This is an optimization exercise on Yosys and OpenROAD, whose aim is small area and a short achievable clock period, not a production implementation.
At most, simulation tests tie the RTL to the original design; equivalence was not proved.
Power and IR drop assume default switching activity.

## epsilon
==> flow/design.v <==
`timescale 1ns/1ns
module MyCIC
(
	input  wire        clk,
	input  wire [23:0] x,        
	input  wire [3:0]  v,        
	input  wire [3:0]  r,        
	input  wire        rn,       
	input  wire [8:0]  e,        
	input  wire [4:2]  f,        
	input  wire [3:0]  qoh,      
	input  wire [3:0]  rsh,      
	input  wire        hg,       
	output wire [23:0] out_data
);
	reg [9:0] x1d;
	reg       sg2, sg3;
	always @(posedge clk) begin
		x1d <= x[23:14];
		sg2 <= x1d[9];
		sg3 <= sg2;
	end
	wire [13:0] xs0 = x[13:0];
	wire [13:0] xs1 = {{4{x1d[9]}}, x1d};
	wire [13:0] xs2 = {14{sg2}};
	wire [11:0] xs3 = {12{sg3}};
	reg [13:0] i1c0, i1c1, i1c2; reg [11:0] i1c3;
	reg [13:0] i2c0, i2c1, i2c2; reg [11:0] i2c3;
	reg [13:0] i3c0, i3c1, i3c2; reg [11:0] i3c3;
	reg [13:0] i4c0, i4c1, i4c2; reg [11:0] i4c3;
	reg [2:0] c1, c2, c3, c4;
	wire [14:0] s1c0 = i1c0 + (xs0 & {14{v[0]}});
	wire [14:0] s1c1 = i1c1 + (xs1 & {14{v[1]}}) + c1[0];
	wire [14:0] s1c2 = i1c2 + (xs2 & {14{v[2]}}) + c1[1];
	wire [11:0] s1c3 = i1c3 + (xs3 & {12{v[3]}}) + c1[2];
	wire [14:0] s2c0 = i2c0 + (i1c0 & {14{v[0]}});
	wire [14:0] s2c1 = i2c1 + (i1c1 & {14{v[1]}}) + c2[0];
	wire [14:0] s2c2 = i2c2 + (i1c2 & {14{v[2]}}) + c2[1];
	wire [11:0] s2c3 = i2c3 + (i1c3 & {12{v[3]}}) + c2[2];
	wire [14:0] s3c0 = i3c0 + (i2c0 & {14{v[0]}});
	wire [14:0] s3c1 = i3c1 + (i2c1 & {14{v[1]}}) + c3[0];
	wire [14:0] s3c2 = i3c2 + (i2c2 & {14{v[2]}}) + c3[1];
	wire [11:0] s3c3 = i3c3 + (i2c3 & {12{v[3]}}) + c3[2];
	wire [14:0] s4c0 = (i4c0 & {14{~e[0]}}) + (i3c0 & {14{v[0]}});
	wire [14:0] s4c1 = (i4c1 & {14{~e[1]}}) + (i3c1 & {14{v[1]}}) + c4[0];
	wire [14:0] s4c2 = (i4c2 & {14{~e[2]}}) + (i3c2 & {14{v[2]}}) + c4[1];
	wire [11:0] s4c3 = (i4c3 & {12{~e[3]}}) + (i3c3 & {12{v[3]}}) + c4[2];
	always @(posedge clk) begin
		i1c0 <= r[0] ? s1c0[13:0] : 14'd0;
		i1c1 <= r[1] ? s1c1[13:0] : 14'd0;
		i1c2 <= r[2] ? s1c2[13:0] : 14'd0;
		i1c3 <= r[3] ? s1c3       : 12'd0;
		i2c0 <= r[0] ? s2c0[13:0] : 14'd0;
		i2c1 <= r[1] ? s2c1[13:0] : 14'd0;
		i2c2 <= r[2] ? s2c2[13:0] : 14'd0;
		i2c3 <= r[3] ? s2c3       : 12'd0;
		i3c0 <= r[0] ? s3c0[13:0] : 14'd0;
		i3c1 <= r[1] ? s3c1[13:0] : 14'd0;
		i3c2 <= r[2] ? s3c2[13:0] : 14'd0;
		i3c3 <= r[3] ? s3c3       : 12'd0;
		i4c0 <= r[0] ? s4c0[13:0] : 14'd0;
		i4c1 <= r[1] ? s4c1[13:0] : 14'd0;
		i4c2 <= r[2] ? s4c2[13:0] : 14'd0;
		i4c3 <= r[3] ? s4c3       : 12'd0;
		c1 <= {s1c2[14], s1c1[14], s1c0[14]};
		c2 <= {s2c2[14], s2c1[14], s2c0[14]};
		c3 <= {s3c2[14], s3c1[14], s3c0[14]};
		c4 <= {s4c2[14], s4c1[14], s4c0[14]};
	end
	wire [13:0] cap = ({14{e[0]}} & i4c0) | ({14{e[1]}} & i4c1) |
	                  ({14{e[2]}} & i4c2) | ({14{e[3]}} & {2'b00, i4c3});
	wire a2 = e[1] | e[2] | e[3] | e[4];
	wire a3 = e[2] | e[3] | e[4] | e[5];
	wire a4 = e[3] | e[4] | e[5] | e[6];
	reg [55:0] pd1, pd2, pd3;    
	reg [13:0] t1, t2, t3, t4, h;
	reg        b2, b3, b4;
	wire [14:0] d2 = {1'b0, t1}  - {1'b0, pd1[13:0] & {14{~f[2]}}} - b2;
	wire [14:0] d3 = {1'b0, t2}  - {1'b0, pd2[13:0] & {14{~f[3]}}} - b3;
	wire [14:0] d4 = {1'b0, t3}  - {1'b0, pd3[13:0] & {14{~f[4]}}} - b4;
	always @(posedge clk) begin
		if (a2) pd1 <= {t1,  pd1[55:14]};
		if (a3) pd2 <= {t2,  pd2[55:14]};
		if (a4) pd3 <= {t3,  pd3[55:14]};
		t1 <= cap;
		t2 <= d2[13:0];
		t3 <= d3[13:0];
		b2 <= a2 & d2[14];
		b3 <= a3 & d3[14];
		b4 <= a4 & d4[14];
		if (a4)
			t4 <= e[6] ? {{2{d4[11]}}, d4[11:0]} : d4[13:0];
		else
			t4 <= {14{t4[13]}};
		h <= t4;
	end
	wire [27:0] cat = {t4, h};
	wire [13:0] ral = cat >> rsh;
	wire ld_lo = (qoh[0] & e[5]) | (qoh[1] & e[6]) | (qoh[2] & e[7]) | (qoh[3] & e[8]);
	wire ld_hi = (qoh[0] & e[6]) | (qoh[1] & e[7]) | (qoh[2] & e[8]) | (hg & e[8]);
	reg [23:0] o, p1, p2;
	always @(posedge clk) begin
		if (!rn) begin
			o  <= 24'd0;
			p1 <= 24'd0;
			p2 <= 24'd0;
		end else begin
			if (ld_lo) o[13:0]  <= ral;
			if (ld_hi) o[23:14] <= ral[9:0];
			if (e[4]) begin
				p1 <= o;
				p2 <= p1;
			end
		end
	end
	assign out_data = p2;
endmodule
`timescale 1ns/1ns
module cic_iq
(
	input wire clk,
	input wire reset_n,
	input wire [3:0] rate_div,
	input wire [4:0] gain,
	input wire in_valid,
	input wire signed [23:0] in_i,
	input wire signed [23:0] in_q,
	output wire signed [23:0] out_i,
	output wire signed [23:0] out_q,
	output wire out_valid
);
	reg [23:0] xi, xq;
	reg        vr, rnr;
	reg [3:0]  rdr;
	reg [4:0]  gr;
	always @(posedge clk) begin
		xi  <= in_i;
		xq  <= in_q;
		vr  <= in_valid;
		rnr <= reset_n;
		rdr <= rate_div;
		gr  <= gain;
	end
	reg [7:0] rm1;
	always @(*) begin
		case (rdr)
			4'd0: rm1 = 8'd159;
			4'd1: rm1 = 8'd79;
			4'd2: rm1 = 8'd39;
			4'd3: rm1 = 8'd19;
			4'd4: rm1 = 8'd9;
			default: rm1 = 8'd4;
		endcase
	end
	reg [7:0] cnt;
	reg       ov;    
	reg [8:0] e;     
	wire hit = (cnt == 8'd0);
	always @(posedge clk) begin
		if (!rnr) begin
			cnt <= rm1;
			ov  <= 1'b1;
		end else if (vr) begin
			cnt <= hit ? rm1 : cnt - 8'd1;
			ov  <= hit;
		end else
			ov  <= 1'b0;
		e <= rnr ? {e[7:0], vr & hit} : 9'd0;
	end
	reg [4:2] f;
	always @(posedge clk) begin
		if (!rnr)
			f <= 3'b111;
		else
			f <= f & ~e[6:4];
	end
	reg [3:1] vd, rd;
	always @(posedge clk) begin
		vd <= {vd[2:1], vr};
		rd <= {rd[2:1], rnr};
	end
	wire [3:0] v = {vd, vr};
	wire [3:0] r = {rd, rnr};
	wire [6:0] sh = 7'd38 - {1'b0, rdr, 2'b00} - {2'b00, gr};
	wire       big = ({1'b0, rdr, 2'b00} + {2'b00, gr}) > 7'd38;
	reg  [3:0] qoh, rsh;
	reg        hg;
	always @(posedge clk) begin
		hg <= big;
		if (big) begin
			qoh <= 4'b1000;
			rsh <= 4'd11;
		end else if (sh < 7'd14) begin
			qoh <= 4'b0001;
			rsh <= sh[3:0];
		end else if (sh < 7'd28) begin
			qoh <= 4'b0010;
			rsh <= sh - 7'd14;
		end else begin
			qoh <= 4'b0100;
			rsh <= sh - 7'd28;
		end
	end
	MyCIC cic_inst_i (
		.clk(clk), .x(xi), .v(v), .r(r), .rn(rnr), .e(e),
		.f(f), .qoh(qoh), .rsh(rsh), .hg(hg), .out_data(out_i)
	);
	MyCIC cic_inst_q (
		.clk(clk), .x(xq), .v(v), .r(r), .rn(rnr), .e(e),
		.f(f), .qoh(qoh), .rsh(rsh), .hg(hg), .out_data(out_q)
	);
	assign out_valid = ov;
endmodule
==> flow/config.mk <==
export PLATFORM = sky130hd
export DESIGN_NAME = cic_iq
export DESIGN_NICKNAME = cic_iq
export VERILOG_FILES = /design/flow/design.v
export SDC_FILE = /design/flow/constraint.sdc
export NUM_CORES = 4
export LEC_CHECK = 0
export CAP_MARGIN = 20
export CORE_MARGIN = 2
export CORE_UTILIZATION = 50
export CTS_CLUSTER_DIAMETER = 150
export CTS_CLUSTER_SIZE = 30
export SETUP_SLACK_MARGIN = 5
export SLEW_MARGIN = 20
==> flow/constraint.sdc <==
create_clock -name core_clock -period 8.0 [get_ports {clk}]
set_input_delay 1.6000 -clock core_clock [delete_from_list [all_inputs] [get_ports {clk}]]
set_output_delay 1.6000 -clock core_clock [all_outputs]
set_load 0.01 [all_outputs]
run.sh (not shown) runs the stock make flow with config.mk's settings and CLKGATE_MAP_FILE= SYNTH_SCRIPT=/design/flow/synth_recipe.tcl, a recipe that flattens the netlist after the stock synthesis.
### epsilon -> gamma
-- flow/design.v --
<<< epsilon, line 8
	input  wire        rn,       
	input  wire [8:0]  e,        
	input  wire [4:2]  f,        
	input  wire [3:0]  qoh,      
	input  wire [3:0]  rsh,      
>>> gamma, line 8
	input  wire        rn,       
	input  wire [8:0]  e,        
	input  wire [3:0]  qoh,      
	input  wire [3:0]  rsh,      
<<< epsilon, line 76
	reg [13:0] t1, t2, t3, t4, h;
	reg        b2, b3, b4;
	wire [14:0] d2 = {1'b0, t1}  - {1'b0, pd1[13:0] & {14{~f[2]}}} - b2;
	wire [14:0] d3 = {1'b0, t2}  - {1'b0, pd2[13:0] & {14{~f[3]}}} - b3;
	wire [14:0] d4 = {1'b0, t3}  - {1'b0, pd3[13:0] & {14{~f[4]}}} - b4;
	always @(posedge clk) begin
		if (a2) pd1 <= {t1,  pd1[55:14]};
		if (a3) pd2 <= {t2,  pd2[55:14]};
		if (a4) pd3 <= {t3,  pd3[55:14]};
		t1 <= cap;
		t2 <= d2[13:0];
>>> gamma, line 75
	reg [13:0] t1, t2, t3, t4, h;
	reg        b2, b3, b4;
	wire [14:0] d2 = {1'b0, t1}  - {1'b0, pd1[13:0]} - b2;
	wire [14:0] d3 = {1'b0, t2}  - {1'b0, pd2[13:0]} - b3;
	wire [14:0] d4 = {1'b0, t3}  - {1'b0, pd3[13:0]} - b4;
	always @(posedge clk) begin
		if (!rn) begin
			pd1 <= 56'd0;
			pd2 <= 56'd0;
			pd3 <= 56'd0;
		end else begin
			if (a2) pd1 <= {t1,  pd1[55:14]};
			if (a3) pd2 <= {t2,  pd2[55:14]};
			if (a4) pd3 <= {t3,  pd3[55:14]};
		end
		t1 <= cap;
		t2 <= d2[13:0];
<<< epsilon, line 168
		e <= rnr ? {e[7:0], vr & hit} : 9'd0;
	end
	reg [4:2] f;
	always @(posedge clk) begin
		if (!rnr)
			f <= 3'b111;
		else
			f <= f & ~e[6:4];
	end
	reg [3:1] vd, rd;
	always @(posedge clk) begin
>>> gamma, line 173
		e <= rnr ? {e[7:0], vr & hit} : 9'd0;
	end
	reg [3:1] vd, rd;
	always @(posedge clk) begin
<<< epsilon, line 204
	MyCIC cic_inst_i (
		.clk(clk), .x(xi), .v(v), .r(r), .rn(rnr), .e(e),
		.f(f), .qoh(qoh), .rsh(rsh), .hg(hg), .out_data(out_i)
	);
	MyCIC cic_inst_q (
		.clk(clk), .x(xq), .v(v), .r(r), .rn(rnr), .e(e),
		.f(f), .qoh(qoh), .rsh(rsh), .hg(hg), .out_data(out_q)
	);
	assign out_valid = ov;
>>> gamma, line 202
	MyCIC cic_inst_i (
		.clk(clk), .x(xi), .v(v), .r(r), .rn(rnr), .e(e),
		.qoh(qoh), .rsh(rsh), .hg(hg), .out_data(out_i)
	);
	MyCIC cic_inst_q (
		.clk(clk), .x(xq), .v(v), .r(r), .rn(rnr), .e(e),
		.qoh(qoh), .rsh(rsh), .hg(hg), .out_data(out_q)
	);
	assign out_valid = ov;
## What came out
Timing, DRC, antenna: 0 failures across epsilon and gamma
The sequential share of cell area reported for gamma is smaller than that of epsilon by 5.5 points.
When gamma is measured against epsilon, its utilization after layout turns out 0.31 points lower.
Comparing epsilon and gamma, the lower placement-stage worst setup slack is on epsilon.
epsilon → gamma: global-route wire length before repair shows an increase of 6.1%; register share of total power shows a reduction of 1.7 points; count of instances resized after the clock tree is built shows an increase of 22.
Total leakage power shrinks slightly when moving from epsilon to gamma.
Power delta (gamma − epsilon): favourable
Going from epsilon to gamma, area of the die now sits higher; synthesis-to-finish area growth saw a decrease; instance count after placement with tap cells included up about 13%.
No functional check of the RTL was part of epsilon.

[afterwards: timing with drivers on the ports]
In the flow no input, the clock included, has a driving cell. The finished layouts below were timed again as built, in two steps. Step 1 (the two cells are an assumption about what drives the block):
set clk [get_ports {clk}]
set_driving_cell -lib_cell sky130_fd_sc_hd__clkbuf_16 $clk
set_driving_cell -lib_cell sky130_fd_sc_hd__buf_2 [delete_from_list [all_inputs] $clk]
Step 2, shift: input delay + t, output delay - t, t = (earliest + latest rising clock arrival at the registers) / 2. This alone moves slack from input paths to output paths. Slacks: ideal / step 1 / step 2; pairs: ideal / step 1.
run | t, ns | slack for setup (ns) | worst hold slack (ns) | worst setup path after step 2 | clock arrival spread, ns
epsilon | 0.743 | 5.041 / 4.999 / 5.041 | 0.331 / 0.331 / 0.331 | register to register | 0.049 / 0.050
gamma | 0.744 | 5.051 / 4.978 / 5.123 | 0.337 / 0.337 / 0.337 | register to register | 0.028 / 0.029
After both steps setup and hold are still met in every run listed.
